This is an optimization exercise on Yosys and OpenROAD, whose aim is low power, not a production implementation.
Where RTL was checked, it was by simulation tests only, not by an equivalence proof against the original.
For runs 2 and 3, only the layout was checked, not whether the RTL still works.
No run shown here takes its clock network from TritonCTS; it comes from the design's own scripts or RTL.
The flow treats the clock pin as an ideal source. Dropping or thinning the clock tree relies on that and would not hold on a real chip.
No activity file was given, so power comes from the tool's default toggle rates.

## design/flow/flow/run.sh

```bash
#!/bin/bash
# Standard ORFS layout with power-oriented options:
#  - own clock tree: the clock port drives a few buffers, one per cluster of clock sinks
#  - port buffers of the smallest buffer cell
set -euo pipefail
HERE=$(cd "$(dirname "$0")" && pwd)
export PRE_CTS_TCL=$HERE/pre_cts.tcl
export MY_CLK_CLUSTERS=4
export MY_CLK_SLEW_NS=0.115
export BUFFER_PORTS_ARGS="-buffer_cell sky130_fd_sc_hd__buf_1"
bash standard.sh > standard.log 2>&1
```

## design/flow/flow/clock_tree.tcl

```tcl
# Clock tree for a small design: the clock port drives up to K buffers directly, each buffer
# drives one cluster of clock sinks (k-means on sink positions). Each buffer gets the smallest
# size whose sinks' clock slew stays under a target.
proc my_clock_tree {K target_ns} {
  set block [ord::get_db_block]
  set db [ord::get_db]
  set net [$block findNet clk]
  set its {}
  set pts {}
  foreach it [$net getITerms] {
    set b [[$it getInst] getBBox]
    lappend its $it
    lappend pts [list [expr {([$b xMin] + [$b xMax]) / 2.0}] [expr {([$b yMin] + [$b yMax]) / 2.0}]]
  }
  set n [llength $pts]
  set cap [expr {($n + $K - 1) / $K + 1}]
  set order [lsort -real -indices [lmap p $pts {expr {[lindex $p 0] + [lindex $p 1]}}]]
  set cs {}
  for {set k 0} {$k < $K} {incr k} {
    lappend cs [lindex $pts [lindex $order [expr {int(($k + 0.5) * $n / $K)}]]]
  }
  for {set iter 0} {$iter < 30} {incr iter} {
    # balanced assignment: nearest free cluster first, at most cap sinks per cluster
    set trip {}
    set i 0
    foreach p $pts {
      for {set k 0} {$k < $K} {incr k} {
        set c [lindex $cs $k]
        lappend trip [list [expr {abs([lindex $p 0] - [lindex $c 0]) + abs([lindex $p 1] - [lindex $c 1])}] $i $k]
      }
      incr i
    }
    set asg [lrepeat $n -1]
    set fill [lrepeat $K 0]
    foreach t [lsort -real -index 0 $trip] {
      lassign $t d i k
      if {[lindex $asg $i] >= 0 || [lindex $fill $k] >= $cap} continue
      lset asg $i $k
      lset fill $k [expr {[lindex $fill $k] + 1}]
    }
    set ncs {}
    for {set k 0} {$k < $K} {incr k} {
      set xs {}; set ys {}
      foreach p $pts a $asg { if {$a == $k} { lappend xs [lindex $p 0]; lappend ys [lindex $p 1] } }
      if {[llength $xs] == 0} { lappend ncs [lindex $cs $k]; continue }
      set xs [lsort -real $xs]; set ys [lsort -real $ys]
      set m [expr {[llength $xs] / 2}]
      lappend ncs [list [lindex $xs $m] [lindex $ys $m]]
    }
    if {$ncs eq $cs} break
    set cs $ncs
  }
  set sizes {sky130_fd_sc_hd__clkbuf_2 sky130_fd_sc_hd__clkbuf_4 sky130_fd_sc_hd__clkbuf_8 sky130_fd_sc_hd__clkbuf_16}
  set bufs {}
  for {set k 0} {$k < $K} {incr k} {
    set inst [odb::dbInst_create $block [$db findMaster [lindex $sizes 0]] clkbuf_my_$k]
    set newnet [odb::dbNet_create $block clknet_my_$k]
    $newnet setSigType CLOCK
    foreach it $its a $asg { if {$a == $k} { $it disconnect; $it connect $newnet } }
    [$inst findITerm A] connect $net
    [$inst findITerm X] connect $newnet
    set c [lindex $cs $k]
    $inst setLocation [expr {int([lindex $c 0])}] [expr {int([lindex $c 1])}]
    $inst setPlacementStatus PLACED
    lappend bufs $inst
  }
  set_propagated_clock [all_clocks]
  for {set round 0} {$round < 4} {incr round} {
    estimate_parasitics -placement
    set changed 0
    foreach inst $bufs {
      set worst 0
      foreach it [[[$inst findITerm X] getNet] getITerms] {
        if {[$it isOutputSignal]} continue
        set pin [get_pins [[$it getInst] getName]/[[$it getMTerm] getName]]
        foreach e {rise fall} { foreach a {min max} {
          set s [get_property $pin slew_${a}_$e]
          if {$s > $worst} { set worst $s }
        } }
      }
      set cur [[$inst getMaster] getName]
      set i [lsearch $sizes $cur]
      if {$worst > $target_ns && $i < [llength $sizes] - 1} {
        $inst swapMaster [$db findMaster [lindex $sizes [expr {$i + 1}]]]
        set changed 1
      }
      puts "my_clock_tree: round $round [$inst getName] $cur worst slew $worst"
    }
    if {!$changed} break
  }
}
```

## design/flow/flow/pre_cts.tcl

```tcl
# Runs inside ORFS's cts.tcl before clock_tree_synthesis: builds the clock tree here and
# turns the clock_tree_synthesis call that follows into a no-op.
source [file join [file dirname [info script]] clock_tree.tcl]
my_clock_tree $::env(MY_CLK_CLUSTERS) $::env(MY_CLK_SLEW_NS)
rename clock_tree_synthesis orfs_clock_tree_synthesis
proc clock_tree_synthesis {args} {
  puts "clock_tree_synthesis skipped: the clock tree was built by pre_cts.tcl"
  set_propagated_clock [all_clocks]
}
```

## design/flow/standard.sh

```bash
#!/bin/bash
# synth_recipe.tcl (not shown) runs the flow's synth.tcl, then flattens the netlist and writes it again
# the make line also repeats each setting of config.mk as NAME=value (left out here)
make -C /OpenROAD-flow-scripts/flow DESIGN_CONFIG=/design/flow/config.mk WORK_HOME=/design/flow/orfs CLKGATE_MAP_FILE= SYNTH_SCRIPT=/design/flow/synth_recipe.tcl "${@:-finish}"
```

## design/flow/config.mk

```make
export PLATFORM = sky130hd
export DESIGN_NAME = spi_ram_controller
export DESIGN_NICKNAME = spi_ram_controller
export VERILOG_FILES = /design/flow/design.v
export SDC_FILE = /design/flow/constraint.sdc
export NUM_CORES = 4
export LEC_CHECK = 0
export ABC_AREA = 1
export CAP_MARGIN = 20
export CORE_MARGIN = 2
export CORE_UTILIZATION = 40
export SLEW_MARGIN = 20
```

## design/flow/constraint.sdc

```tcl
create_clock -name core_clock -period 5.0 [get_ports {clk}]
set_input_delay 1.0000 -clock core_clock [delete_from_list [all_inputs] [get_ports {clk}]]
set_output_delay 1.0000 -clock core_clock [all_outputs]
set_load 0.01 [all_outputs]
```

## design/flow/design.v

```verilog
module spi_ram_controller #(parameter DATA_WIDTH_BYTES=4, parameter ADDR_BITS=16) (
    input clk,
    input rstn,
    input  spi_miso,
    output spi_select,
    output spi_mosi,
    input [ADDR_BITS-1:0]           addr_in,
    input [DATA_WIDTH_BYTES*8-1:0]  data_in,
    input                           start_read,
    input                           start_write,
    output [DATA_WIDTH_BYTES*8-1:0] data_out,
    output                          busy
);
    reg [5:0] cnt;
    reg writing, miso_buf;
    reg [15:0] addr;
    reg [31:0] data;
    wire busy_w = |cnt[5:3];
    wire go = !busy_w & (start_read | start_write);
    wire addr_ph = cnt[5:4] == 2'b01;
    wire data_ph = cnt[5];
    always @(posedge clk)
        if (!rstn) cnt <= 6'd0;
        else if (go) cnt <= 6'd8;
        else if (busy_w) cnt <= cnt + 6'd1;
    always @(posedge clk) begin
        if (!rstn) begin addr <= 0; writing <= 0; end
        else if (go) begin addr <= addr_in; writing <= start_write; end
        else if (addr_ph) addr <= {addr[14:0], 1'b0};
    end
    always @(negedge clk) miso_buf <= spi_miso;
    wire d_ld = rstn & !busy_w & start_write;
    wire d_sh = rstn & data_ph;
    wire d_hd = rstn & !(!busy_w & start_write) & !data_ph;
    always @(posedge clk)
        data <= ({32{d_ld}} & data_in) | ({32{d_sh}} & {data[30:0], miso_buf}) | ({32{d_hd}} & data);
    assign busy = busy_w;
    assign spi_select = !busy_w;
    assign data_out = data;
    assign spi_mosi = cnt == 6'd14 || (cnt == 6'd15 && !writing) || (addr_ph & addr[15]) || (data_ph & data[31]);
endmodule
```

==> results of run 1 <==
## per-layer routing
| metal | track usage (%) | wire length [um] |
|---|---|---|
| met5 | 0 | 0 |
| met1 | 22.90 | 2798 |
| met2 | 28.44 | 2646 |
| met4 | 1.613 | 60 |
| met3 | 2.770 | 378 |
## cell families (layout without fill, tap and decap cells)
logic type / Yosys count / count (layout)
AO/OA/AOI/OAI: 22 / 22
XOR/XNOR: 2 / 2
adder cells (fa/ha/maj): 2 / 2
buffers and inverters: 48 / 121
flip-flops: 56 / 56
AND/OR/NAND/NOR: 236 / 236
## layout by cell type (no fill, tap or decap), drive strengths merged
master	count
nor2	8
dfxtp	56
o211ai	1
a21oi	20
nand3	54
nor3	2
and3	1
buf	89
xor2	2
o22ai	1
ha	2
clkbuf	4
nand2	156
inv	28
nand4	15
## path summary, 6_finish.rpt
check                          to                  from  slack (ps)  cells past startpoint
max              miso_buf$_DFF_N_              spi_miso        1530                      1
min          writing$_SDFFE_PN0P_  writing$_SDFFE_PN0P_         490                      2
max reg2reg       data[0]$_DFF_P_      miso_buf$_DFF_N_        1930                      2
min reg2reg  writing$_SDFFE_PN0P_  writing$_SDFFE_PN0P_         490                      2
## final cells by class
type	count	area [um^2]	share of cell area, %
clock inverter	1	3.754	0.1290
buffer	4	55.05	1.892
inverter	27	101.3	3.482
timing repair buffer	89	341.6	11.74
tap	77	96.34	3.310
multi-input combinational	262	1191	40.93
sequential	56	1121	38.52
## metrics by stage
| stage | hold WS [ps] | setup WS [ps] | utilization (%) | instance area, um^2 |
|---|---|---|---|---|
| 3_5_place_dp | 472.2 | 1322 | 45.75 | 2855 |
| 4_1_cts | 486.8 | 1536 | 46.63 | 2910 |
| 3_3_place_gp | 464.9 | 1324 | 45.75 | 2855 |
| 5_1_grt | 505.1 | 1529 | 46.63 | 2910 |
| 2_1_floorplan | 446.2 | 1399 | - | 2542 |
| 6_report | 485.1 | 1531 | 46.63 | 2910 |
## power by group through the flow
| stage | clock network, mW | logic, mW | registers, mW |
|---|---|---|---|
| after floorplan | 0.00250 | 0.0810 | 0.516 |
| after global placement | 0.00250 | 0.126 | 0.510 |
| after global routing | 0.214 | 0.145 | 0.505 |
| after CTS | 0.198 | 0.128 | 0.500 |
| after detailed placement | 0.00250 | 0.127 | 0.510 |
| final | 0.191 | 0.126 | 0.500 |
## sequential cells by signal, indices dropped and copies added, names as in the netlist
| name | flops |
|---|---|
| miso_buf | 1 |
| addr | 16 |
| writing | 1 |
| cnt | 6 |
| data | 32 |
==> summary.txt, run 1 <==
DETAILED ROUTING
------------------------------------------------------------------------------------------
DRC violations left .........................................................            0
Pre-Repair DR Iteration Count ...............................................            4
Final antenna-violating net count ...........................................            0
Iteration-0 DRC count of the detailed router ................................          105
Overall routed net length ...................................................     5.883 mm
Overall via count from detail_route .........................................         2483
Vias per cell ...............................................................        4.812
Wirelength per Cell .........................................................     11.40 um

YOSYS
------------------------------------------------------------------------------------------
Biggest area contributors in the synthesized netlist ........................ sky130_fd_sc_hd__dfxtp_1, sky130_fd_sc_hd__nand2_1, sky130_fd_sc_hd__nand3_1, sky130_fd_sc_hd__nand4_1, sky130_fd_sc_hd__inv_1
Cell count after synthesis ..................................................          366
Number of library cell types mapped by synthesis ............................           23
Most used standard cells in the synthesized netlist ......................... sky130_fd_sc_hd__nand2_1, sky130_fd_sc_hd__dfxtp_1, sky130_fd_sc_hd__nand3_1
Post-synth design cell area .................................................    2542 um^2
Compound-gate portion of the synthesized area ...............................       4.921%
Area share of the leading cell type in the synthesized netlist ..............       44.09%
Yosys reg bits ..............................................................           56
Sequential cell area fraction in the yosys report ...........................       44.09%
Count of yosys warnings during synthesis ....................................            1
Ys flop type ................................................................ sky130_fd_sc_hd__dfxtp_1
Largest area contributor in the synthesized netlist ......................... sky130_fd_sc_hd__dfxtp_1
Simple logic cell fraction of the synthesized area ..........................       40.26%
Combinational family with the most area after synthesis ..................... simple AND/OR/NAND/NOR gates
Fraction of registers with async set or reset after synthesis ...............           0%
Xor-xnor portion of the synthesized cell area ...............................      0.6890%
Post-Synth Adder-Cell Area ..................................................      0.9843%
Synthesized net count .......................................................          421
Multiplexer area fraction after synthesis ...................................           0%
Number of flops mapped to enable cells by yosys .............................            0
Per-instance average area after synthesis ...................................   6.947 um^2
Cell with the most instances after synthesis ................................ sky130_fd_sc_hd__nand2_1

PLACE
------------------------------------------------------------------------------------------
Number of placed instances with taps included ...............................          512
Global placement routability congestion .....................................       0.7621
IO buf count ................................................................           87
Estimated wirelength of the detail-placed design ............................     3.967 mm

CLOCK TREE
------------------------------------------------------------------------------------------
CTS Hold Buffers Added ......................................................            0
Worst-Skew Late Latency .....................................................       200 ps
CTS-repair resized insts ....................................................            0
Post-CTS Setup Bufs .........................................................            0
Clock edge transition at the registers on the reported setup and hold paths .        80 ps

RUN STATUS
------------------------------------------------------------------------------------------
Result of the run ...........................................................  no timing/DRC/antenna violations

PWR
------------------------------------------------------------------------------------------
Static leakage power ........................................................     1.258 nW
Cell Pwr Density ............................................................ 280.5 nW/um^2
Switch Pwr ..................................................................    0.2165 mW
Clock group share of total power ............................................        23.4%
Sequential share of power ...................................................        61.3%
Final Total Pwr .............................................................    0.8163 mW
Maximum resistive drop on vdd ...............................................    0.1913 mV
Part of the power in combinational logic ....................................        15.4%
Switching share of power ....................................................       26.53%
Internal power summed over all cells ........................................    0.5998 mW

FINISH
------------------------------------------------------------------------------------------
Synthesis-to-layout area growth .............................................       14.47%
N_diodes ....................................................................            0
Layout cell share with drive strength beyond 1 ..............................       4.328%
Nets@finish .................................................................          496
Finished Layout Cells .......................................................          516
Number of filler cells placed in the layout .................................          710

STA
------------------------------------------------------------------------------------------
Final hold vios .............................................................            0
Setup clock skew after layout ...............................................     50.72 ps
Worst-Margin Slew ...........................................................     962.8 ps
RSZ-0062 raised after global routing ........................................        false
# setup viols final .........................................................            0
Setup TNS ...................................................................         0 ps
Final number of max-transition violations ...................................            0
Remaining max-slew budget at the tightest pin ...............................       35.75%

WORST SETUP PATH
------------------------------------------------------------------------------------------
Worst Path Class, Setup ..................................................... input pin to flip-flop
Data required, critical path ................................................      2600 ps
Critical path buffer and inverter count .....................................            1
Worst-path cell chain .......................................................        buf_1
Cell at the slowest stage of the critical path .............................. sky130_fd_sc_hd__buf_1
Cell family contributing the most delay on the critical path ................ buffers and inverters
Element type at the critical path start .....................................    input pin
Critical path fanouts, max ..................................................            1
Peak per-stage delay on the critical path ...................................        70 ps
Worst setup EP type .........................................................    flip-flop
Endpoint arrival time on the critical path ..................................      1070 ps

GLOBAL ROUTING
------------------------------------------------------------------------------------------
Wire length of the first global-routing pass ................................     10.23 mm
Overflow after GRT ..........................................................            0
Vias in the first global route ..............................................         2249
Total routing resource utilization after global routing .....................       16.61%
Initial antenna violation count .............................................            0
Pin count of the biggest net entering global routing ........................           34

DIE
------------------------------------------------------------------------------------------
Ports placed on the boundary ................................................           88
Height of the die ...........................................................     83.73 um
Row cnt .....................................................................           29
Initial Utilization .........................................................       40.74%
Core region area ............................................................    6241 um^2
Die width ...................................................................     83.73 um
Overall die area ............................................................    7010 um^2

MIN PATH
------------------------------------------------------------------------------------------
Class of the worst hold path ................................................ flip-flop to flip-flop

RUN
------------------------------------------------------------------------------------------
Maxcap violations ...........................................................            0

==> inputs of run 2 (changes only) <==
--- a/design/flow/design.v
+++ b/design/flow/design.v
@@ -25,6 +25,9 @@
         else if (busy_w) cnt <= cnt + 6'd1;
+    wire a_ld = rstn & go;
+    wire a_sh = rstn & addr_ph;
+    wire a_hd = rstn & !go & !addr_ph;
     always @(posedge clk) begin
-        if (!rstn) begin addr <= 0; writing <= 0; end
-        else if (go) begin addr <= addr_in; writing <= start_write; end
-        else if (addr_ph) addr <= {addr[14:0], 1'b0};
+        if (!rstn) writing <= 0;
+        else if (go) writing <= start_write;
+        addr <= ({16{a_ld}} & addr_in) | ({16{a_sh}} & {addr[14:0], 1'b0}) | ({16{a_hd}} & addr);
     end
==> run 2 against run 1 <==
Net effect:
- cell count decreased by 8.3%
- critical path type unchanged
- critical endpoint unchanged
- synthesized cell count decreased by 11%
- clock power about the same
==> summary.txt, run 2 <==
STA
------------------------------------------------------------------------------------------
# setup viols final .........................................................            0   unchanged
Final number of max-transition violations ...................................            0   unchanged
Setup clock skew after layout ...............................................     48.37 ps   -2.348 ps
RSZ-0062 raised after global routing ........................................        false
Worst-Margin Slew ...........................................................     972.7 ps   +9.967 ps
Final hold vios .............................................................            0   unchanged
Setup TNS ...................................................................         0 ps   unchanged
Min setup slack post-route ..................................................      1523 ps   -8.310 ps
Remaining max-slew budget at the tightest pin ...............................       35.08%   -0.67 points

FINISH
------------------------------------------------------------------------------------------
Nets@finish .................................................................          455   -8.3%
Max reg flops ...............................................................           32   unchanged
Area occupied by registers ..................................................    1121 um^2   unchanged
Most common cell after layout, fill and taps aside .......................... sky130_fd_sc_hd__nand3_1
Leading registers by flop count ............................................. data (32), addr (16), cnt (6)
N_diodes ....................................................................            0   unchanged
Number of filler cells placed in the layout .................................          648   -8.7%
Highest-count cells in the layout ignoring fill and taps .................... sky130_fd_sc_hd__nand3_1, sky130_fd_sc_hd__nand2_1, sky130_fd_sc_hd__buf_1
Layout cell share with drive strength beyond 1 ..............................       4.020%   -0.31 points
Synthesis-to-layout area growth .............................................       14.90%
Multi-input combinational cell area .........................................    1147 um^2   -3.7%
Finished Layout Cells .......................................................          473   -8.3%
Register name with the most flops ...........................................         data

WORST SETUP PATH
------------------------------------------------------------------------------------------
Critical path fanouts, max ..................................................            1   unchanged
Endpoint arrival time on the critical path ..................................      1070 ps   about the same
Cell family contributing the most delay on the critical path ................ buffers and inverters
Count of cells along the worst register-to-register path ....................            2   unchanged
Crit path depth .............................................................            1   unchanged
Data required, critical path ................................................      2590 ps   about the same
Cell at the slowest stage of the critical path .............................. sky130_fd_sc_hd__buf_1
Worst setup EP type .........................................................    flip-flop
Element type at the critical path start .....................................    input pin
Worst Path Class, Setup ..................................................... input pin to flip-flop
R2r setup slk ...............................................................      1910 ps   -20 ps
Peak per-stage delay on the critical path ...................................        70 ps   about the same
Worst-path cell chain .......................................................        buf_1
Critical path buffer and inverter count .....................................            1   unchanged

YOSYS
------------------------------------------------------------------------------------------
Ys flop type ................................................................ sky130_fd_sc_hd__dfxtp_1
Largest area contributor in the synthesized netlist ......................... sky130_fd_sc_hd__dfxtp_1
Area share of the leading cell type in the synthesized netlist ..............       45.88%   +1.8 points
Fraction of registers with async set or reset after synthesis ...............           0%   unchanged
Cell count after synthesis ..................................................          325   -11%
Yosys reg bits ..............................................................           56   unchanged
Post-synth design cell area .................................................    2444 um^2   -3.9%
Number of library cell types mapped by synthesis ............................           23   unchanged
Number of flops mapped to enable cells by yosys .............................            0   unchanged
Biggest area contributors in the synthesized netlist ........................ sky130_fd_sc_hd__dfxtp_1, sky130_fd_sc_hd__nand3_1, sky130_fd_sc_hd__nand2_1, sky130_fd_sc_hd__nand4_1, sky130_fd_sc_hd__buf_6
Most used standard cells in the synthesized netlist ......................... sky130_fd_sc_hd__nand3_1, sky130_fd_sc_hd__nand2_1, sky130_fd_sc_hd__dfxtp_1
Count of yosys warnings during synthesis ....................................            1   unchanged
Per-instance average area after synthesis ...................................   7.519 um^2   +8.2%
Synthesized net count .......................................................          380   -9.7%
Cell with the most instances after synthesis ................................ sky130_fd_sc_hd__nand3_1
Sequential cell area fraction in the yosys report ...........................       45.88%   +1.8 points

MIN PATH
------------------------------------------------------------------------------------------
Hold depth ..................................................................            2   unchanged
Class of the worst hold path ................................................ flip-flop to flip-flop

DIE
------------------------------------------------------------------------------------------
Ports placed on the boundary ................................................           88   unchanged
Height of the die ...........................................................     82.16 um   -1.9%
Core region area ............................................................    5921 um^2   -5.1%
Row cnt .....................................................................           28   -3.4%
Overall die area ............................................................    6750 um^2   -3.7%
Initial Utilization .........................................................       41.27%   +0.53 points
Die width ...................................................................     82.16 um   -1.9%

CLOCK TREE
------------------------------------------------------------------------------------------
Worst-Skew Late Latency .....................................................       190 ps   about the same
CTS-repair resized insts ....................................................            0   unchanged
CTS Hold Buffers Added ......................................................            0   unchanged
Clock edge transition at the registers on the reported setup and hold paths .       100 ps   +20 ps
Post-CTS Setup Bufs .........................................................            0   unchanged

DETAILED ROUTING
------------------------------------------------------------------------------------------
DRC violations left .........................................................            0   unchanged
Vias per cell ...............................................................        5.013   +4.2%
Final antenna-violating net count ...........................................            0   unchanged
Overall via count from detail_route .........................................         2371   -4.5%
Wirelength per Cell .........................................................     12.03 um   +5.5%
Overall routed net length ...................................................     5.690 mm   -3.3%
Iteration-0 DRC count of the detailed router ................................          149   +42%
Pre-Repair DR Iteration Count ...............................................            4   unchanged

PLACE
------------------------------------------------------------------------------------------
Worst setup slack before clock tree synthesis ...............................      1322 ps   +0.6200 ps
Estimated wirelength of the detail-placed design ............................     3.848 mm   -3.0%
Number of placed instances with taps included ...............................          469   -8.4%
IO buf count ................................................................           87   unchanged
Global placement routability congestion .....................................       0.7326   -3.9%

GLOBAL ROUTING
------------------------------------------------------------------------------------------
Wire length of the first global-routing pass ................................     8.997 mm   -12%
Initial antenna violation count .............................................            0   unchanged
Total routing resource utilization after global routing .....................       15.94%   -0.67 points
Pin count of the biggest net entering global routing ........................           38   +12%
Vias in the first global route ..............................................         2036   -9.5%
Overflow after GRT ..........................................................            0   unchanged

RUN
------------------------------------------------------------------------------------------
Maxcap violations ...........................................................            0   unchanged

PWR
------------------------------------------------------------------------------------------
Static leakage power ........................................................     1.122 nW   -11%
Maximum resistive drop on vdd ...............................................    0.1756 mV   -8.2%
Cell Pwr Density ............................................................ 288.7 nW/um^2   +2.9%

RUN STATUS
------------------------------------------------------------------------------------------
Result of the run ...........................................................  no timing/DRC/antenna violations

run 2: cell families (layout without fill, tap and decap cells):
logic type	count (synthesis)	in the layout	synth area share, %
buffers and inverters	33	106	7.169
and+or+nand+nor	224	224	43.73
DFF	56	56	45.88
adders and majority gates	2	2	1.024
AOI/OAI and AO/OA	10	10	2.202
run 2: per-stage QoR:
| step | utilization, % | hold WS [ps] | instance area, um^2 | power (mW) |
|---|---|---|---|---|
| global placement | 46.49 | 454.0 | 2753 | 0.6324 |
| finish | 47.42 | 463.6 | 2808 | 0.8107 |
| floorplan | - | 442.5 | 2444 | 0.5933 |
| global route | 47.42 | 486.6 | 2808 | 0.8594 |
| detailed placement | 46.49 | 459.2 | 2753 | 0.6340 |
| CTS | 47.42 | 478.0 | 2808 | 0.8217 |
run 2: area by class of cell:
class	count	share of cell area [%]
Inverter	12	1.604
Multi-Input combinational cell	236	40.86
Tap cell	75	3.342
Sequential cell	56	39.93
Buffer	4	1.961
Clock inverter	1	0.1337
Timing Repair Buffer	89	12.17
run 2: worst paths after layout:
kind                                       start               end
worst max-delay path                    spi_miso  miso_buf$_DFF_N_
worst min-delay path            addr[14]$_DFF_P_  addr[15]$_DFF_P_
worst max register to register  miso_buf$_DFF_N_   data[0]$_DFF_P_
worst min register to register  addr[14]$_DFF_P_  addr[15]$_DFF_P_
run 2: metal layers:
metal	vias up	GRT usage [%]	part of all wire, %
met3	5	1.522	6.3
met4	0	1.500	0.97
met1	1050	20.99	47
li1	1249	-	-
met5	-	0	0
met2	67	29.27	45
run 2: power breakdown:
| part | total, mW | internal, mW | switching (mW) |
|---|---|---|---|
| Sequential | 0.501 | 0.479 | 0.0211 |
| Combinational | 0.119 | 0.0413 | 0.0774 |
| Clock | 0.191 | 0.0749 | 0.117 |
==> inputs of run 3 (changes only) <==
--- a/design/flow/design.v
+++ b/design/flow/design.v
@@ -25,2 +25,3 @@
         else if (busy_w) cnt <= cnt + 6'd1;
+        else cnt <= 6'd0;
     wire a_ld = rstn & go;
@@ -30,3 +31,3 @@
         if (!rstn) writing <= 0;
-        else if (go) writing <= start_write;
+        else if (!busy_w) writing <= start_write;
         addr <= ({16{a_ld}} & addr_in) | ({16{a_sh}} & {addr[14:0], 1'b0}) | ({16{a_hd}} & addr);
==> run 3 against run 2 <==
Net effect:
- via count is 1.1% lower
- combinational power decreased by 6%
- synthesized area decreased by 2.4%
- wire length decreased by 1.6%
- clock power hardly changed
- global-route usage hardly changed
- total power fell by 1.3%
- critical path type unchanged
- highest routed layer unchanged
==> summary.txt, run 3 <==
FINISH
------------------------------------------------------------------------------------------
Register name with the most flops ...........................................         data
Post-route cell area ........................................................    2771 um^2   -1.3%
Layout cell share with drive strength beyond 1 ..............................       3.807%   -0.21 points
Max reg flops ...............................................................           32   unchanged
Most common cell after layout, fill and taps aside .......................... sky130_fd_sc_hd__nand3_1
Number of filler cells placed in the layout .................................          629   -2.9%
Fraction of the core area covered by cells at the end of the flow ...........       47.37%   -0.052 points
Highest-count cells in the layout ignoring fill and taps .................... sky130_fd_sc_hd__nand3_1, sky130_fd_sc_hd__nand2_1, sky130_fd_sc_hd__buf_1
Nets@finish .................................................................          451   -0.88%
Leading registers by flop count ............................................. data (32), addr (16), cnt (6)
N_diodes ....................................................................            0   unchanged
Synthesis-to-layout area growth .............................................       16.15%

YOSYS
------------------------------------------------------------------------------------------
Count of yosys warnings during synthesis ....................................            1   unchanged
Synthesized net count .......................................................          374   -1.6%
Most used standard cells in the synthesized netlist ......................... sky130_fd_sc_hd__nand3_1, sky130_fd_sc_hd__nand2_1, sky130_fd_sc_hd__dfxtp_1
Fraction of registers with async set or reset after synthesis ...............           0%   unchanged
Per-instance average area after synthesis ...................................   7.480 um^2   -0.52%
Cell with the most instances after synthesis ................................ sky130_fd_sc_hd__nand3_1
Ys flop type ................................................................ sky130_fd_sc_hd__dfxtp_1
Yosys reg bits ..............................................................           56   unchanged
Number of flops mapped to enable cells by yosys .............................            0   unchanged
Area share of the leading cell type in the synthesized netlist ..............       46.98%   +1.1 points
Sequential cell area fraction in the yosys report ...........................       46.98%   +1.1 points
Largest area contributor in the synthesized netlist ......................... sky130_fd_sc_hd__dfxtp_1
Post-synth design cell area .................................................    2386 um^2   -2.4%
Biggest area contributors in the synthesized netlist ........................ sky130_fd_sc_hd__dfxtp_1, sky130_fd_sc_hd__nand3_1, sky130_fd_sc_hd__nand2_1, sky130_fd_sc_hd__inv_1, sky130_fd_sc_hd__buf_4
Cell count after synthesis ..................................................          319   -1.8%
Number of library cell types mapped by synthesis ............................           22   -4.3%

GLOBAL ROUTING
------------------------------------------------------------------------------------------
Overflow after GRT ..........................................................            0   unchanged
Initial antenna violation count .............................................            0   unchanged
Pin count of the biggest net entering global routing ........................           35   -7.9%
Total routing resource utilization after global routing .....................       15.98%   +0.038 points
Vias in the first global route ..............................................         2005   -1.5%
Wire length of the first global-routing pass ................................     8.845 mm   -1.7%

DIE
------------------------------------------------------------------------------------------
Row cnt .....................................................................           28   unchanged
Core region area ............................................................    5851 um^2   -1.2%
Die width ...................................................................     81.24 um   -1.1%
Ports placed on the boundary ................................................           88   unchanged
Height of the die ...........................................................     81.24 um   -1.1%
Initial Utilization .........................................................       40.78%   -0.49 points
Overall die area ............................................................    6599 um^2   -2.2%

WORST SETUP PATH
------------------------------------------------------------------------------------------
Peak per-stage delay on the critical path ...................................        70 ps   about the same
Endpoint arrival time on the critical path ..................................      1070 ps   about the same
Endpoint of the most critical register-to-register path ..................... data[0]$_DFF_P_
Data required, critical path ................................................      2600 ps   about the same
Crit path depth .............................................................            1   unchanged
Critical path buffer and inverter count .....................................            1   unchanged
Element type at the critical path start .....................................    input pin
Cell family contributing the most delay on the critical path ................ buffers and inverters
Crit path launch ............................................................     spi_miso
R2r setup slk ...............................................................      1910 ps   about the same
Worst Path Class, Setup ..................................................... input pin to flip-flop
Critical path fanouts, max ..................................................            1   unchanged
Cell at the slowest stage of the critical path .............................. sky130_fd_sc_hd__buf_1
Count of cells along the worst register-to-register path ....................            2   unchanged
Beginning of the worst register-to-register path ............................ miso_buf$_DFF_N_
Worst setup path end ........................................................ miso_buf$_DFF_N_
Worst-path cell chain .......................................................        buf_1
Worst setup EP type .........................................................    flip-flop

STA
------------------------------------------------------------------------------------------
Worst-Margin Slew ...........................................................     970.9 ps   -1.856 ps
Setup clock skew after layout ...............................................     64.07 ps   +15.69 ps
Setup TNS ...................................................................         0 ps   unchanged
Final hold vios .............................................................            0   unchanged
Final number of max-transition violations ...................................            0   unchanged
# setup viols final .........................................................            0   unchanged
RSZ-0062 raised after global routing ........................................        false
Remaining max-slew budget at the tightest pin ...............................       35.20%   +0.12 points

CLOCK TREE
------------------------------------------------------------------------------------------
CTS-repair resized insts ....................................................            0   unchanged
Worst-Skew Late Latency .....................................................       200 ps   about the same
Clock edge transition at the registers on the reported setup and hold paths .       100 ps   about the same
Post-CTS Setup Bufs .........................................................            0   unchanged
CTS Hold Buffers Added ......................................................            0   unchanged

DETAILED ROUTING
------------------------------------------------------------------------------------------
Pre-Repair DR Iteration Count ...............................................            5   +1
DRC violations left .........................................................            0   unchanged
Wirelength per Cell .........................................................     11.94 um   -0.78%
Overall via count from detail_route .........................................         2344   -1.1%
Overall routed net length ...................................................     5.598 mm   -1.6%
Iteration-0 DRC count of the detailed router ................................          111   -26%
Final antenna-violating net count ...........................................            0   unchanged
Vias per cell ...............................................................        4.998   -0.30%

MIN PATH
------------------------------------------------------------------------------------------
Hold depth ..................................................................            2   unchanged
Startpoint of the lowest-slack hold path .................................... addr[10]$_DFF_P_
Class of the worst hold path ................................................ flip-flop to flip-flop

PLACE
------------------------------------------------------------------------------------------
Estimated wirelength of the detail-placed design ............................     3.848 mm   about the same
Placed cell areas ...........................................................    2716 um^2   -1.3%
Global placement routability congestion .....................................       0.7544   +3.0%
IO buf count ................................................................           87   unchanged

RUN
------------------------------------------------------------------------------------------
Maxcap violations ...........................................................            0   unchanged

PWR
------------------------------------------------------------------------------------------
Static leakage power ........................................................     1.121 nW   -0.10%
Maximum resistive drop on vdd ...............................................    0.1699 mV   -3.2%
Cell Pwr Density ............................................................ 288.6 nW/um^2   about the same
Final Total Pwr .............................................................    0.7999 mW   -1.3%

RUN STATUS
------------------------------------------------------------------------------------------
Result of the run ...........................................................  no timing/DRC/antenna violations

==> run 3: cell count changes after synthesis, sizes merged <==
| cell | previous run | this run |
|---|---|---|
| xor2 | 0 | 1 |
| inv | 13 | 14 |
| nand4 | 17 | 0 |
| nor3 | 0 | 2 |
| buf | 16 | 15 |
| nor2 | 7 | 9 |
| nand2 | 97 | 92 |
| clkbuf | 4 | 3 |
| or2 | 1 | 0 |
| a21oi | 6 | 4 |
| nand3 | 102 | 117 |
==> run 3: final cells by class <==
class,count,area [um^2],area share (%)
flip-flops and latches,56,1121,40.45
multi-input cells,231,1107,39.95
repair buffers,89,341.6,12.33
well taps,75,93.84,3.386
plain buffers,4,55.05,1.986
inverters,13,48.80,1.761
clock inverters,1,3.754,0.1354
==> run 3: report_power, final <==
part / switching (mW) / leakage [nW] / internal (mW)
logic: 0.0734 / 0.626 / 0.0384
registers: 0.0202 / 0.461 / 0.478
clock network: 0.115 / 0.0341 / 0.0748
total: 0.209 / 1.12 / 0.591
==> run 3: through the flow <==
stage / hold slack, ps / instances / worst slack [ps]
floorplan: 441.4 / 319 / 1399
CTS: 484.3 / 469 / 1533
global route: 502.9 / 469 / 1544
global placement: 451.5 / 465 / 1323
finish: 482.2 / 469 / 1531
detailed placement: 460.4 / 465 / 1319
==> run 3: cell families after synthesis <==
logic type	synth area share, %
simple gates	42.58
flops	46.98
fa+ha+maj	1.049
compound gates	2.308
buf+inv	6.712
xor+xnor	0.3671
==> run 3: worst min path at each step <==
stage,to,slack (ps)
floorplan,cnt[0]$_SDFF_PP0_,440
global placement,addr[10]$_DFF_P_,450
detailed placement,addr[1]$_DFF_P_,460
CTS,addr[1]$_DFF_P_,480
global route,addr[1]$_DFF_P_,500
finish,addr[11]$_DFF_P_,480
==> run 3: metal layers <==
| metal | share of wire (%) | vias up | global-route usage (%) | wire length, um |
|---|---|---|---|---|
| met5 | 0 | - | 0 | 0 |
| met4 | 0.98 | 0 | 1.864 | 55 |
| met3 | 7.4 | 6 | 2.444 | 417 |
| met2 | 47 | 72 | 29.83 | 2608 |
| met1 | 45 | 1053 | 19.88 | 2517 |
| li1 | - | 1213 | - | - |
==> inputs of run 4 (changes only) <==
--- a/design/flow/design.v
+++ b/design/flow/design.v
@@ -28,3 +28,3 @@
     wire a_sh = rstn & addr_ph;
-    wire a_hd = rstn & !go & !addr_ph;
+    wire a_hd = rstn & (cnt[5:3] == 3'b001);
     always @(posedge clk) begin
==> run 4 against run 3 <==
Net effect:
- still clean on timing, DRC and antenna
- combinational power is 7% lower
- critical path depth did not move
- total power decreased by 1.1%
- sequential cell count unchanged
- synthesized area up 1.2%
- synthesized cell count increased by 8.5%
- hold slack got worse by 21 ps
- clock skew is 5.9 ps lower
==> summary.txt, run 4 <==
RUN STATUS
------------------------------------------------------------------------------------------
Result of the run ...........................................................  no timing/DRC/antenna violations

FINISH
------------------------------------------------------------------------------------------
Finished Layout Cells .......................................................          497   +6.0%
Highest-count cells in the layout ignoring fill and taps .................... sky130_fd_sc_hd__nand2_1, sky130_fd_sc_hd__buf_1, sky130_fd_sc_hd__nand3_1
Leading registers by flop count ............................................. data (32), addr (16), cnt (6)
Layout cell share with drive strength beyond 1 ..............................       3.791%   -0.016 points
Max reg flops ...............................................................           32   unchanged
Post-route cell area ........................................................    2811 um^2   +1.4%
Most common cell after layout, fill and taps aside .......................... sky130_fd_sc_hd__nand2_1
Nets@finish .................................................................          479   +6.2%
Synthesis-to-layout area growth .............................................       16.49%
N_diodes ....................................................................            0   unchanged
Register name with the most flops ...........................................         data

DETAILED ROUTING
------------------------------------------------------------------------------------------
Overall routed net length ...................................................     5.419 mm   -3.2%
Vias per cell ...............................................................        4.652   -6.9%
Overall via count from detail_route .........................................         2312   -1.4%
Final antenna-violating net count ...........................................            0   unchanged
Pre-Repair DR Iteration Count ...............................................            4   -1
DRC violations left .........................................................            0   unchanged
Wirelength per Cell .........................................................     10.90 um   -8.7%
Iteration-0 DRC count of the detailed router ................................          124   +12%

STA
------------------------------------------------------------------------------------------
Setup clock skew after layout ...............................................     58.15 ps   -5.922 ps
Final number of max-transition violations ...................................            0   unchanged
RSZ-0062 raised after global routing ........................................        false
Remaining max-slew budget at the tightest pin ...............................       31.08%   -4.1 points
Worst-Margin Slew ...........................................................      1033 ps   +61.71 ps
Setup TNS ...................................................................         0 ps   unchanged
Final hold vios .............................................................            0   unchanged
# setup viols final .........................................................            0   unchanged

YOSYS
------------------------------------------------------------------------------------------
Compound-gate portion of the synthesized area ...............................       1.400%   -0.91 points
Synthesized net count .......................................................          401   +7.2%
Most used standard cells in the synthesized netlist ......................... sky130_fd_sc_hd__nand2_1, sky130_fd_sc_hd__nand3_1, sky130_fd_sc_hd__dfxtp_1
Count of yosys warnings during synthesis ....................................            1   unchanged
Per-instance average area after synthesis ...................................   6.976 um^2   -6.7%
Number of library cell types mapped by synthesis ............................           22   unchanged
Ys flop type ................................................................ sky130_fd_sc_hd__dfxtp_1
Largest area contributor in the synthesized netlist ......................... sky130_fd_sc_hd__dfxtp_1
Biggest area contributors in the synthesized netlist ........................ sky130_fd_sc_hd__dfxtp_1, sky130_fd_sc_hd__nand2_1, sky130_fd_sc_hd__nand3_1, sky130_fd_sc_hd__inv_1, sky130_fd_sc_hd__buf_2
Fraction of registers with async set or reset after synthesis ...............           0%   unchanged
Xor-xnor portion of the synthesized cell area ...............................           0%   -0.37 points
Simple logic cell fraction of the synthesized area ..........................       43.39%   +0.81 points
Cell count after synthesis ..................................................          346   +8.5%
Number of flops mapped to enable cells by yosys .............................            0   unchanged
Post-Synth Adder-Cell Area ..................................................       1.037%   -0.012 points
Sequential cell area fraction in the yosys report ...........................       46.45%   -0.54 points
Multiplexer area fraction after synthesis ...................................           0%   unchanged
Combinational family with the most area after synthesis ..................... simple AND/OR/NAND/NOR gates
Area share of the leading cell type in the synthesized netlist ..............       46.45%   -0.54 points
Post-synth design cell area .................................................    2414 um^2   +1.2%
Yosys reg bits ..............................................................           56   unchanged
Cell with the most instances after synthesis ................................ sky130_fd_sc_hd__nand2_1

DIE
------------------------------------------------------------------------------------------
Overall die area ............................................................    6672 um^2   +1.1%
Die width ...................................................................     81.68 um   +0.55%
Ports placed on the boundary ................................................           88   unchanged
Height of the die ...........................................................     81.68 um   +0.55%
Initial Utilization .........................................................       41.01%   +0.22 points
Row cnt .....................................................................           28   unchanged
Core region area ............................................................    5886 um^2   +0.60%

CLOCK TREE
------------------------------------------------------------------------------------------
Clock edge transition at the registers on the reported setup and hold paths .        90 ps   about the same
Worst-Skew Late Latency .....................................................       210 ps   about the same
Post-CTS Setup Bufs .........................................................            0   unchanged
CTS Hold Buffers Added ......................................................            0   unchanged
CTS-repair resized insts ....................................................            0   unchanged

WORST SETUP PATH
------------------------------------------------------------------------------------------
Beginning of the worst register-to-register path ............................ miso_buf$_DFF_N_
Endpoint arrival time on the critical path ..................................      1070 ps   about the same
Worst Path Class, Setup ..................................................... input pin to flip-flop
Worst setup path end ........................................................ miso_buf$_DFF_N_
Endpoint of the most critical register-to-register path ..................... data[0]$_DFF_P_
Worst setup EP type .........................................................    flip-flop
Cell family contributing the most delay on the critical path ................ buffers and inverters
Worst-path cell chain .......................................................        buf_1
Cell at the slowest stage of the critical path .............................. sky130_fd_sc_hd__buf_1
Crit path launch ............................................................     spi_miso
Critical path fanouts, max ..................................................            1   unchanged
Critical path buffer and inverter count .....................................            1   unchanged
Data required, critical path ................................................      2610 ps   about the same
Peak per-stage delay on the critical path ...................................        70 ps   about the same
Crit path depth .............................................................            1   unchanged
Count of cells along the worst register-to-register path ....................            2   unchanged
Element type at the critical path start .....................................    input pin
R2r setup slk ...............................................................      1900 ps   about the same

MIN PATH
------------------------------------------------------------------------------------------
Hold depth ..................................................................            2   unchanged
Class of the worst hold path ................................................ flip-flop to flip-flop
Startpoint of the lowest-slack hold path .................................... addr[0]$_DFF_P_

GLOBAL ROUTING
------------------------------------------------------------------------------------------
Initial antenna violation count .............................................            1   +1
Pin count of the biggest net entering global routing ........................           35   unchanged
Wire length of the first global-routing pass ................................     8.749 mm   -1.1%
Overflow after GRT ..........................................................            0   unchanged
Total routing resource utilization after global routing .....................       15.75%   -0.23 points
Vias in the first global route ..............................................         2030   +1.2%

PWR
------------------------------------------------------------------------------------------
Cell Pwr Density ............................................................ 281.5 nW/um^2   -2.5%
Final Total Pwr .............................................................    0.7915 mW   -1.1%
Static leakage power ........................................................     1.253 nW   +12%
Maximum resistive drop on vdd ...............................................    0.1864 mV   +9.7%

PLACE
------------------------------------------------------------------------------------------
Placed cell areas ...........................................................    2756 um^2   +1.5%
Global placement routability congestion .....................................       0.7505   -0.52%
Estimated wirelength of the detail-placed design ............................     3.667 mm   -4.7%
Number of placed instances with taps included ...............................          493   +6.0%
IO buf count ................................................................           87   unchanged

RUN
------------------------------------------------------------------------------------------
Maxcap violations ...........................................................            0   unchanged

==> run 4: cell count changes in the layout (fill, tap and decap cells not counted), moves of 2 or more <==
cell                      change
sky130_fd_sc_hd__nand2_2      +2
sky130_fd_sc_hd__nand2_1     +60
sky130_fd_sc_hd__nand3_1     -48
sky130_fd_sc_hd__inv_1       +14
sky130_fd_sc_hd__buf_4        -2
sky130_fd_sc_hd__nor2_1       +2
==> run 4: how the worst min path moves through the flow <==
stage | end | slack (ps)
floorplan | addr[0]$_DFF_P_ | 430
global placement | addr[0]$_DFF_P_ | 440
detailed placement | addr[0]$_DFF_P_ | 440
CTS | addr[0]$_DFF_P_ | 460
global route | addr[0]$_DFF_P_ | 490
finish | addr[0]$_DFF_P_ | 460
==> run 4: logic make-up after synthesis <==
family,after synthesis
buffers and inverters,44
AND/OR/NAND/NOR,238
adder cells (fa/ha/maj),2
flip-flops,56
AO/OA/AOI/OAI,6
==> run 4: area by class of cell <==
class / count / area, um^2
inverters: 28 / 105.1
clock inverters: 1 / 3.754
repair buffers: 87 / 326.6
fillers: 660 / 3074
plain buffers: 4 / 55.05
flip-flops and latches: 56 / 1121
multi-input cells: 246 / 1106
well taps: 75 / 93.84
==> run 4: stage by stage <==
stage               utilization (%)  hold WS [ps]  worst slack (ps)
floorplan                         -         426.1              1399
global placement              46.83         439.5              1322
detailed placement            46.83         439.7              1320
CTS                           47.77         459.1              1543
global route                  47.77         488.7              1546
finish                        47.77         461.6              1540
==> run 4: power breakdown <==
| part | internal [mW] | total (mW) | leakage (nW) | switching (mW) |
|---|---|---|---|---|
| logic | 0.0361 | 0.104 | 0.758 | 0.0677 |
| clock network | 0.0749 | 0.191 | 0.0341 | 0.116 |
| registers | 0.477 | 0.496 | 0.460 | 0.0196 |
| total | 0.588 | 0.791 | 1.25 | 0.204 |
==> run 4: worst min-delay path, cell delays in order (launching register included) <==
cell and delay [ps]:
sky130_fd_sc_hd__dfxtp_1 320, sky130_fd_sc_hd__nand2_1 60, sky130_fd_sc_hd__nand2_1 50
==> run 4: metal layers <==
metal  up-vias  GRT usage [%]  wire length (um)  part of all wire (%)
li1       1230              -                 -                     -
met1      1009          19.70              2452                    45
met2        64          28.93              2475                    46
met3         7          3.297               444                   8.2
met4         2          1.333                40                  0.74
met5         -              0                 7                  0.13
==> inputs of run 5 (changes only) <==
--- a/design/flow/config.mk
+++ b/design/flow/config.mk
@@ -8,5 +8,5 @@
 export ABC_AREA = 1
-export CAP_MARGIN = 20
+export CAP_MARGIN = 0
 export CORE_MARGIN = 2
 export CORE_UTILIZATION = 40
-export SLEW_MARGIN = 20
+export SLEW_MARGIN = 0
==> run 5 against run 4 <==
Net effect:
- largest power group unchanged
- register-to-register slack is essentially flat
- sequential cell count is the same
- die area is the same
- largest cell class unchanged
==> summary.txt, run 5 <==
STA
------------------------------------------------------------------------------------------
Setup TNS ...................................................................         0 ps   unchanged
RSZ-0062 raised after global routing ........................................        false
Final hold vios .............................................................            0   unchanged
Worst-Margin Slew ...........................................................      1033 ps   unchanged
Remaining max-slew budget at the tightest pin ...............................       31.08%   unchanged
Final number of max-transition violations ...................................            0   unchanged
# setup viols final .........................................................            0   unchanged
Setup clock skew after layout ...............................................     58.15 ps   unchanged

WORST SETUP PATH
------------------------------------------------------------------------------------------
Cell family contributing the most delay on the critical path ................ buffers and inverters
Critical path fanouts, max ..................................................            1   unchanged
Peak per-stage delay on the critical path ...................................        70 ps   about the same
Worst Path Class, Setup ..................................................... input pin to flip-flop
Element type at the critical path start .....................................    input pin
Critical path buffer and inverter count .....................................            1   unchanged
Data required, critical path ................................................      2610 ps   about the same
Cell at the slowest stage of the critical path .............................. sky130_fd_sc_hd__buf_1
Worst setup EP type .........................................................    flip-flop
Endpoint arrival time on the critical path ..................................      1070 ps   about the same
Worst-path cell chain .......................................................        buf_1

YOSYS
------------------------------------------------------------------------------------------
Largest area contributor in the synthesized netlist ......................... sky130_fd_sc_hd__dfxtp_1
Xor-xnor portion of the synthesized cell area ...............................           0%   unchanged
Biggest area contributors in the synthesized netlist ........................ sky130_fd_sc_hd__dfxtp_1, sky130_fd_sc_hd__nand2_1, sky130_fd_sc_hd__nand3_1, sky130_fd_sc_hd__inv_1, sky130_fd_sc_hd__buf_2
Yosys reg bits ..............................................................           56   unchanged
Ys flop type ................................................................ sky130_fd_sc_hd__dfxtp_1
Per-instance average area after synthesis ...................................   6.976 um^2   unchanged
Synthesized net count .......................................................          401   unchanged
Number of flops mapped to enable cells by yosys .............................            0   unchanged
Sequential cell area fraction in the yosys report ...........................       46.45%   unchanged
Post-Synth Adder-Cell Area ..................................................       1.037%   unchanged
Number of library cell types mapped by synthesis ............................           22   unchanged
Count of yosys warnings during synthesis ....................................            1   unchanged
Simple logic cell fraction of the synthesized area ..........................       43.39%   unchanged
Most used standard cells in the synthesized netlist ......................... sky130_fd_sc_hd__nand2_1, sky130_fd_sc_hd__nand3_1, sky130_fd_sc_hd__dfxtp_1
Area share of the leading cell type in the synthesized netlist ..............       46.45%   unchanged
Compound-gate portion of the synthesized area ...............................       1.400%   unchanged
Fraction of registers with async set or reset after synthesis ...............           0%   unchanged
Combinational family with the most area after synthesis ..................... simple AND/OR/NAND/NOR gates
Cell count after synthesis ..................................................          346   unchanged
Cell with the most instances after synthesis ................................ sky130_fd_sc_hd__nand2_1
Post-synth design cell area .................................................    2414 um^2   unchanged
Multiplexer area fraction after synthesis ...................................           0%   unchanged

FINISH
------------------------------------------------------------------------------------------
Most common cell after layout, fill and taps aside .......................... sky130_fd_sc_hd__nand2_1
Layout cell share with drive strength beyond 1 ..............................       3.791%   unchanged
N_diodes ....................................................................            0   unchanged
Register name with the most flops ...........................................         data
Finished Layout Cells .......................................................          497   unchanged
Max reg flops ...............................................................           32   unchanged
Leading registers by flop count ............................................. data (32), addr (16), cnt (6)
Highest-count cells in the layout ignoring fill and taps .................... sky130_fd_sc_hd__nand2_1, sky130_fd_sc_hd__buf_1, sky130_fd_sc_hd__nand3_1
Synthesis-to-layout area growth .............................................       16.49%   unchanged
Fraction of the core area covered by cells at the end of the flow ...........       47.77%   unchanged
Nets@finish .................................................................          479   unchanged

DETAILED ROUTING
------------------------------------------------------------------------------------------
Overall routed net length ...................................................     5.419 mm   unchanged
Overall via count from detail_route .........................................         2312   unchanged
Pre-Repair DR Iteration Count ...............................................            4   unchanged
Vias per cell ...............................................................        4.652   unchanged
Final antenna-violating net count ...........................................            0   unchanged
Iteration-0 DRC count of the detailed router ................................          124   unchanged
DRC violations left .........................................................            0   unchanged
Wirelength per Cell .........................................................     10.90 um   unchanged

PWR
------------------------------------------------------------------------------------------
Maximum resistive drop on vdd ...............................................    0.1864 mV   unchanged
Cell Pwr Density ............................................................ 281.5 nW/um^2   unchanged
Final Total Pwr .............................................................    0.7915 mW   unchanged
Static leakage power ........................................................     1.253 nW   unchanged

CLOCK TREE
------------------------------------------------------------------------------------------
CTS Hold Buffers Added ......................................................            0   unchanged
CTS-repair resized insts ....................................................            0   unchanged
Clock edge transition at the registers on the reported setup and hold paths .        90 ps   about the same
Worst-Skew Late Latency .....................................................       210 ps   about the same
Post-CTS Setup Bufs .........................................................            0   unchanged

DIE
------------------------------------------------------------------------------------------
Overall die area ............................................................    6672 um^2   unchanged
Core region area ............................................................    5886 um^2   unchanged
Height of the die ...........................................................     81.68 um   unchanged
Ports placed on the boundary ................................................           88   unchanged
Die width ...................................................................     81.68 um   unchanged
Row cnt .....................................................................           28   unchanged
Initial Utilization .........................................................       41.01%   unchanged

PLACE
------------------------------------------------------------------------------------------
Number of placed instances with taps included ...............................          493   unchanged
IO buf count ................................................................           87   unchanged
Global placement routability congestion .....................................       0.7505   unchanged
Estimated wirelength of the detail-placed design ............................     3.667 mm   unchanged

GLOBAL ROUTING
------------------------------------------------------------------------------------------
Wire length of the first global-routing pass ................................     8.749 mm   unchanged
Pin count of the biggest net entering global routing ........................           35   unchanged
Overflow after GRT ..........................................................            0   unchanged
Vias in the first global route ..............................................         2030   unchanged
Total routing resource utilization after global routing .....................       15.75%   unchanged
Initial antenna violation count .............................................            1   unchanged

MIN PATH
------------------------------------------------------------------------------------------
Class of the worst hold path ................................................ flip-flop to flip-flop

RUN
------------------------------------------------------------------------------------------
Maxcap violations ...........................................................            0   unchanged

RUN STATUS
------------------------------------------------------------------------------------------
Result of the run ...........................................................  no timing/DRC/antenna violations

[run 5: cell counts in the layout (fill, tap and decap cells not counted)]
No cell type changed its count.
[run 5: layer usage]
| layer | part of all wire (%) | track usage [%] |
|---|---|---|
| met5 | 0.13 | 0 |
| met4 | 0.74 | 1.333 |
| met3 | 8.2 | 3.297 |
| met2 | 46 | 28.93 |
| met1 | 45 | 19.70 |
[run 5: layout make-up]
cell class	count	area (um^2)
Fill cell	660	3074
Sequential cell	56	1121
Multi-Input combinational cell	246	1106
Timing Repair Buffer	87	326.6
Inverter	28	105.1
Tap cell	75	93.84
Buffer	4	55.05
Clock inverter	1	3.754
[run 5: cell families (layout without fill, tap and decap cells)]
family	Yosys count	count (layout)
flops	56	56
fa+ha+maj	2	2
compound gates	6	6
simple gates	238	238
buf+inv	44	120
[run 5: final timing paths]
path | start | endpoint | slack [ps] | cells past startpoint
worst max-delay path | spi_miso | miso_buf$_DFF_N_ | 1540 | 1
worst min-delay path | addr[0]$_DFF_P_ | addr[0]$_DFF_P_ | 460 | 2
worst min register to register | addr[0]$_DFF_P_ | addr[0]$_DFF_P_ | 460 | 2
worst max register to register | miso_buf$_DFF_N_ | data[0]$_DFF_P_ | 1900 | 2
[run 5: per-stage QoR]
step	worst slack [ps]	hold WS [ps]	cell area [um^2]
floorplan	1399	426.1	2414
detailed placement	1320	439.7	2756
global route	1546	488.7	2811
CTS	1543	459.1	2811
finish	1540	461.6	2811
global placement	1322	439.5	2756
[run 5: where the power goes]
| part | total (mW) | internal (mW) | switching, mW | leakage (nW) |
|---|---|---|---|---|
| sequential | 0.496 | 0.477 | 0.0196 | 0.460 |
| clock | 0.191 | 0.0749 | 0.116 | 0.0341 |
| combinational | 0.104 | 0.0361 | 0.0677 | 0.758 |
| total | 0.791 | 0.588 | 0.204 | 1.25 |
==> inputs of run 6 (changes only) <==
--- a/design/flow/flow/run.sh
+++ b/design/flow/flow/run.sh
@@ -8,3 +8,4 @@
 export MY_CLK_CLUSTERS=4
-export MY_CLK_SLEW_NS=0.115
+export MY_CLK_SLEW_NS=0.11
+export MY_CLK_SHRINK=1.0
 export BUFFER_PORTS_ARGS="-buffer_cell sky130_fd_sc_hd__buf_1"
--- a/design/flow/flow/clock_tree.tcl
+++ b/design/flow/flow/clock_tree.tcl
@@ -3,3 +3,3 @@
 # size whose sinks' clock slew stays under a target.
-proc my_clock_tree {K target_ns} {
+proc my_clock_tree {K target_ns {shrink 0}} {
   set block [ord::get_db_block]
@@ -63,2 +63,14 @@
     $inst setLocation [expr {int([lindex $c 0])}] [expr {int([lindex $c 1])}]
+    # pull the cluster's cells towards its buffer (shrink 0 leaves them where they are);
+    # the detailed placement that follows in cts.tcl makes the placement legal again
+    if {$shrink > 0} {
+      foreach it $its a $asg p $pts {
+        if {$a != $k} continue
+        set i [$it getInst]
+        lassign [$i getLocation] x y
+        set nx [expr {int($x - $shrink * ([lindex $p 0] - [lindex $c 0]))}]
+        set ny [expr {int($y - $shrink * ([lindex $p 1] - [lindex $c 1]))}]
+        $i setLocation $nx $ny
+      }
+    }
     $inst setPlacementStatus PLACED
@@ -66,2 +78,3 @@
   }
+  if {$shrink > 0} { detailed_placement }
   set_propagated_clock [all_clocks]
--- a/design/flow/flow/pre_cts.tcl
+++ b/design/flow/flow/pre_cts.tcl
@@ -3,3 +3,3 @@
 source [file join [file dirname [info script]] clock_tree.tcl]
-my_clock_tree $::env(MY_CLK_CLUSTERS) $::env(MY_CLK_SLEW_NS)
+my_clock_tree $::env(MY_CLK_CLUSTERS) $::env(MY_CLK_SLEW_NS) $::env(MY_CLK_SHRINK)
 rename clock_tree_synthesis orfs_clock_tree_synthesis
--- a/design/flow/config.mk
+++ b/design/flow/config.mk
@@ -8,5 +8,5 @@
 export ABC_AREA = 1
-export CAP_MARGIN = 0
+export CAP_MARGIN = 20
 export CORE_MARGIN = 2
 export CORE_UTILIZATION = 40
-export SLEW_MARGIN = 0
+export SLEW_MARGIN = 20
==> run 6 against run 5 <==
Net effect:
- highest routed layer is now met4
- cell count is the same
- critical endpoint unchanged
- global-route usage increased by 5.1 points
- register-to-register slack is essentially flat
==> summary.txt, run 6 <==
YOSYS
------------------------------------------------------------------------------------------
Ys flop type ................................................................ sky130_fd_sc_hd__dfxtp_1
Area share of the leading cell type in the synthesized netlist ..............       46.45%   unchanged
Yosys reg bits ..............................................................           56   unchanged
Cell count after synthesis ..................................................          346   unchanged
Most used standard cells in the synthesized netlist ......................... sky130_fd_sc_hd__nand2_1, sky130_fd_sc_hd__nand3_1, sky130_fd_sc_hd__dfxtp_1
Number of library cell types mapped by synthesis ............................           22   unchanged
Fraction of registers with async set or reset after synthesis ...............           0%   unchanged
Largest area contributor in the synthesized netlist ......................... sky130_fd_sc_hd__dfxtp_1
Count of yosys warnings during synthesis ....................................            1   unchanged
Synthesized net count .......................................................          401   unchanged
Per-instance average area after synthesis ...................................   6.976 um^2   unchanged
Number of flops mapped to enable cells by yosys .............................            0   unchanged
Cell with the most instances after synthesis ................................ sky130_fd_sc_hd__nand2_1
Sequential cell area fraction in the yosys report ...........................       46.45%   unchanged
Post-synth design cell area .................................................    2414 um^2   unchanged
Biggest area contributors in the synthesized netlist ........................ sky130_fd_sc_hd__dfxtp_1, sky130_fd_sc_hd__nand2_1, sky130_fd_sc_hd__nand3_1, sky130_fd_sc_hd__inv_1, sky130_fd_sc_hd__buf_2

CLOCK TREE
------------------------------------------------------------------------------------------
Post-CTS Setup Bufs .........................................................            0   unchanged
Worst-Skew Late Latency .....................................................       210 ps   about the same
Clock edge transition at the registers on the reported setup and hold paths .        90 ps   about the same
CTS-repair resized insts ....................................................            0   unchanged
CTS Hold Buffers Added ......................................................            0   unchanged

DETAILED ROUTING
------------------------------------------------------------------------------------------
DRC violations left .........................................................            0   unchanged
Overall via count from detail_route .........................................         2454   +6.1%
Wirelength per Cell .........................................................     14.35 um   +32%
Pre-Repair DR Iteration Count ...............................................            4   unchanged
Overall routed net length ...................................................     7.133 mm   +32%
Final antenna-violating net count ...........................................            0   unchanged
Vias per cell ...............................................................        4.938   +6.1%
Iteration-0 DRC count of the detailed router ................................          128   +3.2%

PWR
------------------------------------------------------------------------------------------
Switching share of power ....................................................       26.56%   +0.83 points
Switch Pwr ..................................................................    0.2095 mW   +2.8%
Sequential share of power ...................................................        63.8%   +1.1 points
Static leakage power ........................................................     1.250 nW   -0.21%
Clock group share of total power ............................................        22.1%   -2.1 points
Cell Pwr Density ............................................................ 281.1 nW/um^2   -0.15%
Internal power summed over all cells ........................................    0.5791 mW   -1.5%
Part of the power in combinational logic ....................................        14.1%   +1.0 points
Maximum resistive drop on vdd ...............................................    0.1867 mV   +0.20%

WORST SETUP PATH
------------------------------------------------------------------------------------------
Cell family contributing the most delay on the critical path ................ buffers and inverters
Critical path buffer and inverter count .....................................            1   unchanged
Element type at the critical path start .....................................    input pin
Worst-path cell chain .......................................................        buf_1
Worst Path Class, Setup ..................................................... input pin to flip-flop
Data required, critical path ................................................      2600 ps   about the same
Endpoint arrival time on the critical path ..................................      1070 ps   about the same
Worst setup EP type .........................................................    flip-flop
Critical path fanouts, max ..................................................            1   unchanged
Peak per-stage delay on the critical path ...................................        70 ps   about the same
Cell at the slowest stage of the critical path .............................. sky130_fd_sc_hd__buf_1

FINISH
------------------------------------------------------------------------------------------
Register name with the most flops ...........................................         data
Fraction of the core area covered by cells at the end of the flow ...........       47.66%   -0.11 points
Leading registers by flop count ............................................. data (32), addr (16), cnt (6)
Highest-count cells in the layout ignoring fill and taps .................... sky130_fd_sc_hd__nand2_1, sky130_fd_sc_hd__buf_1, sky130_fd_sc_hd__nand3_1
Number of filler cells placed in the layout .................................          630   -4.5%
N_diodes ....................................................................            0   unchanged
Layout cell share with drive strength beyond 1 ..............................       3.791%   unchanged
Area occupied by registers ..................................................    1121 um^2   unchanged
Synthesis-to-layout area growth .............................................       16.23%
Max reg flops ...............................................................           32   unchanged
Nets@finish .................................................................          479   unchanged
Most common cell after layout, fill and taps aside .......................... sky130_fd_sc_hd__nand2_1
Multi-input combinational cell area .........................................    1106 um^2   unchanged

DIE
------------------------------------------------------------------------------------------
Row cnt .....................................................................           28   unchanged
Core region area ............................................................    5886 um^2   unchanged
Initial Utilization .........................................................       41.01%   unchanged
Die width ...................................................................     81.68 um   unchanged
Overall die area ............................................................    6672 um^2   unchanged
Height of the die ...........................................................     81.68 um   unchanged
Ports placed on the boundary ................................................           88   unchanged

RUN STATUS
------------------------------------------------------------------------------------------
Result of the run ...........................................................  no timing/DRC/antenna violations

STA
------------------------------------------------------------------------------------------
Min setup slack post-route ..................................................      1537 ps   -2.930 ps
Final number of max-transition violations ...................................            0   unchanged
Setup clock skew after layout ...............................................     59.69 ps   +1.545 ps
Worst-Margin Slew ...........................................................      1034 ps   +1.500 ps
RSZ-0062 raised after global routing ........................................        false
# setup viols final .........................................................            0   unchanged
Final hold vios .............................................................            0   unchanged
Remaining max-slew budget at the tightest pin ...............................       30.98%   -0.10 points
Setup TNS ...................................................................         0 ps   unchanged

PLACE
------------------------------------------------------------------------------------------
Worst setup slack before clock tree synthesis ...............................      1320 ps   unchanged
Global placement routability congestion .....................................       0.7505   unchanged
Estimated wirelength of the detail-placed design ............................     3.667 mm   unchanged
IO buf count ................................................................           87   unchanged

GLOBAL ROUTING
------------------------------------------------------------------------------------------
Overflow after GRT ..........................................................            0   unchanged
Initial antenna violation count .............................................            0   -1
Pin count of the biggest net entering global routing ........................           35   unchanged
Total routing resource utilization after global routing .....................       20.82%   +5.1 points
Vias in the first global route ..............................................         2259   +11%
Wire length of the first global-routing pass ................................     10.96 mm   +25%

MIN PATH
------------------------------------------------------------------------------------------
Class of the worst hold path ................................................ flip-flop to flip-flop

RUN
------------------------------------------------------------------------------------------
Maxcap violations ...........................................................            0   unchanged

==> run 6: power by group through the flow <==
stage	registers, mW	clock network [mW]	logic (mW)
3_3_place_gp	0.507	0.00250	0.105
6_report	0.503	0.174	0.111
4_1_cts	0.502	0.174	0.113
2_1_floorplan	0.513	0.00250	0.0580
3_5_place_dp	0.507	0.00250	0.106
5_1_grt	0.505	0.193	0.124
==> run 6: per-stage QoR <==
step / std cells / hold WS, ps / area (um^2) / power, mW
final: 497 / 500.1 / 2805 / 0.7886
after global routing: 497 / 517.3 / 2805 / 0.8222
after CTS: 497 / 494.1 / 2805 / 0.7885
after detailed placement: 493 / 439.7 / 2756 / 0.6151
after global placement: 493 / 439.5 / 2756 / 0.6143
after floorplan: 346 / 426.1 / 2414 / 0.5732
==> run 6: kinds of logic (layout without fill, tap and decap cells) <==
group           count (synthesis)  after routing  synth area share [%]
compound gates                  6              6                 1.400
fa+ha+maj                       2              2                 1.037
buf+inv                        44            120                 7.725
flops                          56             56                 46.45
simple gates                  238            238                 43.39
==> run 6: layout make-up <==
cell class	instances	area share, %
buffer	4	1.740
clock inverter	1	0.1338
inverter	28	3.747
multi-input combinational	246	39.43
sequential	56	39.96
tap	75	3.345
timing repair buffer	87	11.64
==> run 6: path summary, 6_finish.rpt <==
path	cells past startpoint	slack, ps	startpoint	end
worst max register to register	2	1900	miso_buf$_DFF_N_	data[0]$_DFF_P_
worst max-delay path	1	1540	spi_miso	miso_buf$_DFF_N_
worst min register to register	2	500	addr[0]$_DFF_P_	addr[0]$_DFF_P_
worst min-delay path	2	500	addr[0]$_DFF_P_	addr[0]$_DFF_P_
==> run 6: routing by layer <==
| layer | track usage (%) | part of all wire (%) |
|---|---|---|
| met1 | 27.61 | 44 |
| met2 | 35.57 | 47 |
| met3 | 3.846 | 7.6 |
| met4 | 4.167 | 2.0 |
| met5 | 0 | 0 |
==> inputs of run 7 (changes only) <==
--- a/design/flow/flow/run.sh
+++ b/design/flow/flow/run.sh
@@ -9,3 +9,3 @@
 export MY_CLK_SLEW_NS=0.11
-export MY_CLK_SHRINK=1.0
+export MY_CLK_SHRINK=0.7
 export BUFFER_PORTS_ARGS="-buffer_cell sky130_fd_sc_hd__buf_1"
==> run 7 against run 6 <==
Net effect:
- still clean on timing, DRC and antenna
- total power shrank 0.88%
- global-route usage fell by 2.3 points
- design area unchanged
- synthesized area unchanged
- sequential cell count stayed put
- synthesized cell count unchanged
- utilization is the same
- clock skew barely moved
- critical endpoint unchanged
- highest routed layer is now met5
==> summary.txt, run 7 <==
WORST SETUP PATH
-----------------------------------------------------------------------------
Cell family contributing the most delay on the critical path ... buffers and inverters
Critical path buffer and inverter count ........................            1   unchanged
Worst Path Class, Setup ........................................ input pin to flip-flop
Peak per-stage delay on the critical path ......................        70 ps   about the same

FINISH
-----------------------------------------------------------------------------
Most common cell after layout, fill and taps aside ............. sky130_fd_sc_hd__nand2_1
Leading registers by flop count ................................ data (32), addr (16), cnt (6)
Layout cell share with drive strength beyond 1 .................       3.791%   unchanged
Nets@finish ....................................................          479   unchanged
Highest-count cells in the layout ignoring fill and taps ....... sky130_fd_sc_hd__nand2_1, sky130_fd_sc_hd__buf_1, sky130_fd_sc_hd__nand3_1

RUN
-----------------------------------------------------------------------------
Maxcap violations ..............................................            0   unchanged

DETAILED ROUTING
-----------------------------------------------------------------------------
Vias per cell ..................................................        4.799   -2.8%
DRC violations left ............................................            0   unchanged
Wirelength per Cell ............................................     12.87 um   -10%
Pre-Repair DR Iteration Count ..................................            4   unchanged

GLOBAL ROUTING
-----------------------------------------------------------------------------
Vias in the first global route .................................         2157   -4.5%
Wire length of the first global-routing pass ...................     10.05 mm   -8.3%
Initial antenna violation count ................................            1   +1

CLOCK TREE
-----------------------------------------------------------------------------
CTS-repair resized insts .......................................            0   unchanged
Worst-Skew Late Latency ........................................       200 ps   about the same

YOSYS
-----------------------------------------------------------------------------
Yosys reg bits .................................................           56   unchanged
Per-instance average area after synthesis ......................   6.976 um^2   unchanged
Sequential cell area fraction in the yosys report ..............       46.45%   unchanged
Synthesized net count ..........................................          401   unchanged
Ys flop type ................................................... sky130_fd_sc_hd__dfxtp_1
Cell with the most instances after synthesis ................... sky130_fd_sc_hd__nand2_1
Area share of the leading cell type in the synthesized netlist .       46.45%   unchanged

STA
-----------------------------------------------------------------------------
Final hold vios ................................................            0   unchanged
Final number of max-transition violations ......................            0   unchanged
Setup TNS ......................................................         0 ps   unchanged
Setup clock skew after layout ..................................     59.76 ps   +0.06670 ps
RSZ-0062 raised after global routing ...........................        false

DIE
-----------------------------------------------------------------------------
Overall die area ...............................................    6672 um^2   unchanged
Row cnt ........................................................           28   unchanged

RUN STATUS
-----------------------------------------------------------------------------
Result of the run ..............................................  no timing/DRC/antenna violations

-- run 7: power by group --
group	leakage [nW]	switching, mW	internal (mW)
Clock	0.0315	0.108	0.0660
Sequential	0.460	0.0228	0.477
Combinational	0.758	0.0719	0.0361
Total	1.25	0.203	0.579
-- run 7: routing by layer --
layer	vias up	wire (um)	GRT usage, %
met5	-	16	0
met4	2	42	1.000
met3	6	411	2.418
met2	70	3095	33.11
met1	1079	2828	25.14
li1	1228	-	-
-- run 7: kinds of logic (layout without fill, tap and decap cells) --
group	Yosys count	count (layout)	share of synthesized area, %
buf+inv	44	120	7.725
flops	56	56	46.45
simple gates	238	238	43.39
fa+ha+maj	2	2	1.037
compound gates	6	6	1.400
-- run 7: per-stage QoR --
step / util (%) / setup WS (ps) / std cells / power [mW] / cell area, um^2
final: 47.66 / 1534 / 497 / 0.7816 / 2805
after detailed placement: 46.83 / 1320 / 493 / 0.6151 / 2756
after floorplan: - / 1399 / 346 / 0.5732 / 2414
after CTS: 47.66 / 1536 / 497 / 0.7869 / 2805
after global routing: 47.66 / 1539 / 497 / 0.8210 / 2805
after global placement: 46.83 / 1322 / 493 / 0.6143 / 2756
-- run 7: area by class of cell --
type	count	area, um^2
Buffer	4	48.80
Clock inverter	1	3.754
Fill cell	645	3080
Inverter	28	105.1
Multi-Input combinational cell	246	1106
Sequential cell	56	1121
Tap cell	75	93.84
Timing Repair Buffer	87	326.6
-- run 7: final timing paths --
kind	to	slack, ps	depth (start not counted)
max reg2reg	data[0]$_DFF_P_	1900	2
min	addr[0]$_DFF_P_	470	2
max	miso_buf$_DFF_N_	1530	1
min reg2reg	addr[0]$_DFF_P_	470	2
